From an optimization exercise on the open Yosys and OpenROAD flow, aimed at small area and a short achievable clock period; shortcuts taken in it are not production practice.
No run shown here included a check of the RTL's function; only the layout flow was run.

## flow/design.v (module list and top-level ports; edited modules follow where they fit)
// module FA: 6 lines
// module HA: 6 lines
// module XN2: 5 lines
// module OR2: 5 lines
// module LSTM: 1712 lines
module LSTM(clk, Of, En, Ci, Cip, In, Ui, Uf, Uk, Uo, Wi, Wk, Wf, Wo, Vo, Bi, Bo, Bf, Bk, PrevH, Cout, Hout);
  // ...
==> flow/run.sh <==
#!/bin/bash
# synth_recipe.tcl (not shown) runs the flow's synth.tcl, then flattens the netlist and writes it again
# the make line also repeats each setting of config.mk as NAME=value (left out here)
make -C /OpenROAD-flow-scripts/flow DESIGN_CONFIG=/design/flow/config.mk WORK_HOME=/design/flow/orfs CLKGATE_MAP_FILE= SYNTH_SCRIPT=/design/flow/synth_recipe.tcl finish
==> flow/config.mk <==
export PLATFORM = sky130hd
export DESIGN_NAME = LSTM
export DESIGN_NICKNAME = LSTM
export VERILOG_FILES = /design/flow/design.v
export SDC_FILE = /design/flow/constraint.sdc
export NUM_CORES = 4
export LEC_CHECK = 0
export CAP_MARGIN = 20
export CORE_MARGIN = 2
export CORE_UTILIZATION = 40
export SLEW_MARGIN = 20
export SYNTH_HIERARCHICAL = 1
==> flow/constraint.sdc <==
create_clock -name core_clock -period 45.0 [get_ports {clk}]
set_input_delay 9.0000 -clock core_clock [delete_from_list [all_inputs] [get_ports {clk}]]
set_output_delay 9.0000 -clock core_clock [all_outputs]
set_load 0.01 [all_outputs]
==> results.sh, run 1 <==
export IMPL_cp_num_buf_inv=3
export IMPL_grt_overflow_total=0
export IMPL_dp_cells=1895
export IMPL_viasPerCell=5.02
export IMPL_design_seq_count=25
export IMPL_regArea_um2=500
export IMPL_routedWlPerCell_um=16.3
export IMPL_first_pass_iters=4
export IMPL_critical_path_most_common_cell="fa_1"
export IMPL_synth_nets=1912
export IMPL_multi_input_area_um2=12300
export IMPL_gp_congestion=0.861
export IMPL_crit_path_max_incr_delay_ns=1.11
export IMPL_cts_max_path_buffers=2
export IMPL_place_area_um2=14900
export IMPL_synth_fa_ha_area_share_pct=58.5
export IMPL_use_met3_pct=1.43
export IMPL_fin_crit_sh_pct=61.7
export IMPL_die_x_um=187
export IMPL_synthSimpleGateAreaFrac_pct=20.7
export IMPL_routed_wl_um=31100
export IMPL_hp_class="reg -> reg"
export IMPL_final_clk_cell_share_pct=0.558
export IMPL_synthArstFlopShare_pct=0
export IMPL_synth_ff_type="dfxtp_1"
export IMPL_synth_seq_cells=25
export IMPL_drive_gt1_share_pct=1.65
export IMPL_skew_ns=0.00365
export IMPL_grt_max_degree=33
export IMPL_yosys_area_top_type="fa_1"
export IMPL_whs_ns=1.41
export IMPL_ff2ff_setup_slack_ns=37.08
export IMPL_status="complete, no violations"
export IMPL_finalNonFillerCells=1901
export IMPL_die_y_um=187
==> run 2: changes to the inputs <==
==> flow/flow/run.sh (new file) <==
#!/bin/bash
set -euo pipefail
export BUFFER_PORTS_ARGS="-buffer_cell sky130_fd_sc_hd__buf_2"
bash standard.sh > standard_flow.log 2>&1
==> flow/standard.sh (new file) <==
#!/bin/bash
# synth_recipe.tcl (not shown) runs the flow's synth.tcl, then flattens the netlist and writes it again
# the make line also repeats each setting of config.mk as NAME=value (left out here)
make -C /OpenROAD-flow-scripts/flow DESIGN_CONFIG=/design/flow/config.mk WORK_HOME=/design/flow/orfs CLKGATE_MAP_FILE= SYNTH_SCRIPT=/design/flow/synth_recipe.tcl "${@:-finish}"
removed: flow/run.sh
==> run 2 against run 1 <==
Worst hold slack better by 0.00084 ns. Highest routed layer is now met5. Non-clock buffer count is 10 lower. Still clean. Clock skew is 0.00061 ns lower. Flip-flop and latch count stayed put. Sequential share of layout area is 0.17 points higher. Fmax is 3.6% higher. Critical path type unchanged. First-iteration DRC count is 4.5% lower.
==> results.sh, run 2 <==
export IMPL_status="complete, no violations"
export IMPL_ff2ff_path_depth=26
export IMPL_drive_gt1_share_pct=10.0
export IMPL_maxCapViolCount=0
export IMPL_netlist_area_um2=13300
export IMPL_ctsHoldBuffers=0
export IMPL_final_cell_area_um2=14300
export IMPL_layout_common_cells="471 x nand2_1, 371 x fa_1, 134 x xnor2_1"
export IMPL_synth_nets=1912
export IMPL_cts_tree="yes"
export IMPL_final_util_pct=43.7
export IMPL_clk_latency_ns=0.27
export IMPL_core_area_um2=32700
export IMPL_crit_end="Cout[7]"
export IMPL_hpwl_um=26200
export IMPL_slew_headroom_pct=50.8
export IMPL_largest_reg_flops=9
export IMPL_yosysMostFrequentCell="nand2_1"
export IMPL_critical_path_most_common_cell="fa_1"
export IMPL_clockRootBuffer="clkbuf_16"
export IMPL_synth_seq_cells=25
export IMPL_worst_slew_pin_slew_ns=0.738
export IMPL_setup_viol=0
export IMPL_grt_usage_pct=18.9
export IMPL_rows=66
export IMPL_yosys_area_top_type="fa_1"
export IMPL_layout_commonest_cell="nand2_1"
export IMPL_numCtsBuffers=3
export IMPL_grt_max_degree=33
export IMPL_largest_register="u_r"
export IMPL_routed_wl_um=31200
export IMPL_cp_end_kind="output pin"
export IMPL_postRouteAntennaNets=0
export IMPL_fin_crit_sh_pct=59.5
export IMPL_cts_clk_slew_worst_paths_ns=0.07
export IMPL_drtIter0Drc=471
export IMPL_synth_ff_type="dfxtp_1"
export IMPL_fmax_ghz=0.0373
export IMPL_vias=9650
export IMPL_drv_slew=0
export IMPL_cpMaxStageDelayCell="fa_1"
export IMPL_fin_crit_ns=26.78
export IMPL_crit_fanout=32
export IMPL_place_area_um2=14200
export IMPL_ff2ff_setup_slack_ns=37.10
export IMPL_r2r_end="h_r[7]"
export IMPL_syn_area_per_cell_um2=9.57
export IMPL_ys_types=49
export IMPL_htreeDepth=1
export IMPL_synth_area_top_cells="fa_1 56%, nand2_1 13%, xnor2_1 8.8%"
export IMPL_initial_utilization_pct=40.8
export IMPL_hp_class="reg -> reg"
export IMPL_regArea_um2=500
export IMPL_worstSetupPathType="in -> out"
export IMPL_die_x_um=187
export IMPL_setup_tns_ns=0
export IMPL_first_pass_iters=6
export IMPL_startpoint="In[2]"
export IMPL_drcViolationCount=0
export IMPL_syn_to_final_growth_pct=7.25
export IMPL_post_cts_buffers=0
export IMPL_grt_pass1_wl_um=53900
export IMPL_netlist_instances=1393
export IMPL_synthArstFlopShare_pct=0
export IMPL_synth_seq_area_share_pct=3.75
export IMPL_cts_resized=0
export IMPL_io_buffers=131
export IMPL_required_ns=36.00
export IMPL_cp_data_arrival_time_ns=17.78
export IMPL_die_area_um2=34800
export IMPL_ioPinCount=148
export IMPL_hold_viol=0
export IMPL_startpoint_type="input port"
export IMPL_synth_edf_count=0
export IMPL_routedWlPerCell_um=16.5
export IMPL_cts_max_path_buffers=2
export IMPL_grt_overflow_total=0
export IMPL_viasPerCell=5.10
export IMPL_gp_congestion=0.838
export IMPL_reg_top3="u_r x9, ft_r x8, h_r x8"
export IMPL_rr_startpoint="ft_r[0]"
export IMPL_skew_ns=0.00304
export IMPL_antenna_found_initial=6
export IMPL_clock_sinks=25
export IMPL_die_y_um=187
export IMPL_multi_input_area_um2=12300
export IMPL_grt_pass1_vias=10791
export IMPL_fill_cells=3210
export IMPL_crit_path_max_incr_delay_ns=0.60
export IMPL_synth_warnings=7
export IMPL_yosys_top_cells_count="471 x nand2_1, 371 x fa_1, 134 x xnor2_1, 89 x or2_1, 64 x clkbuf_1"
export IMPL_synth_top_area_share_pct=55.7
export IMPL_rsz0062_at_grt="no"
export IMPL_nets=1967
## run 2: cell counts after synthesis
No cell type changed its count.
## run 2: worst min path at each step
stage          cells past startpoint  slack (ns)     end   start
5_1_grt                            6        1.54  h_r[0]  u_r[8]
6_report                           6        1.41  h_r[0]  u_r[8]
3_5_place_dp                       6        1.39  h_r[0]  u_r[8]
2_1_floorplan                      6        1.18  h_r[0]  u_r[8]
4_1_cts                            6        1.41  h_r[0]  u_r[8]
3_3_place_gp                       6        1.39  h_r[0]  u_r[8]
## run 2: worst max-delay path, delay by kind of cell
kind / cells / cell delay (ns)
compound gates: 2 / 0.44
xor+xnor: 4 / 0.76
fa+ha+maj: 13 / 5.41
buf+inv: 3 / 0.77
mux: 1 / 0.39
simple gates: 6 / 1.00
## run 2: cells by family (layout without fill, tap and decap cells)
family	count (synthesis)	in the layout	share of synthesized area, %
other cells	0	3	0
simple gates	635	635	20.7
mux	8	8	0.704
xor+xnor	156	156	10.5
fa+ha+maj	404	404	58.5
flops	25	25	3.75
buf+inv	129	183	3.91
compound gates	36	36	1.92
## run 2: final cells by class
class,count,area share (%)
tap,442,3.87
sequential,25,3.50
clock buffer,3,0.525
timing repair buffer,133,4.69
multi-input combinational,1239,86.1
inverter,46,1.21
antenna,3,0.0525
clock inverter,1,0.0613
## run 2: metrics by stage
| step | worst slack, ns | cells | hold slack [ns] |
|---|---|---|---|
| after CTS | 18.17 | 1889 | 1.41 |
| final | 18.22 | 1892 | 1.41 |
| after detailed placement | 18.18 | 1885 | 1.39 |
| after global placement | 18.25 | 1885 | 1.39 |
| after floorplan | 18.99 | 1393 | 1.18 |
| after global routing | 17.80 | 1891 | 1.54 |
## run 2: routing by layer
metal | track usage (%) | share of wire (%) | vias up
met4 | 3.33 | 0.88 | 6
met5 | 0 | 0.13 | -
met2 | 33.6 | 51 | 217
li1 | - | - | 4332
met3 | 1.56 | 4.1 | 28
met1 | 25.7 | 44 | 5067
## run 2: per-module statistics from Yosys (local to each module, per instance)
| module | cells | times used |
|---|---|---|
| LSTM | 847 | 1 |
| FA | 1 | 370 |
| HA | 1 | 3 |
| XN2 | 1 | 84 |
| OR2 | 1 | 89 |

## separate check: timing with driven ports
The flow's constraints put no driver on any port. The routed layouts listed below were extracted and timed again, unchanged, in two steps.
Step 1: set_driving_cell puts a clkbuf_16 on clk and a buf_2 on each other input, an assumption about the parent block.
Step 2 times the ports against the registers' clock, not the clock port: input delays grow and output delays shrink by t, the midpoint of the rising clock arrivals with the driver on.
Three values: no drivers, after step 1, after step 2; two values: the first two.
| run | t (ns) | setup slack, ns | worst slew at a driven data input, ns |
|---|---|---|---|
| run 1 | 0.309 | 17.248 / 17.223 / 17.223 | 0.08 |
| run 2 | 0.302 | 18.217 / 18.195 / 18.195 | 0.08 |
After both steps setup and hold are still met in every run listed. For run 1, which loses most, drivers alone change the setup slack by -0.025 ns; drivers and shift together by -0.025 ns.
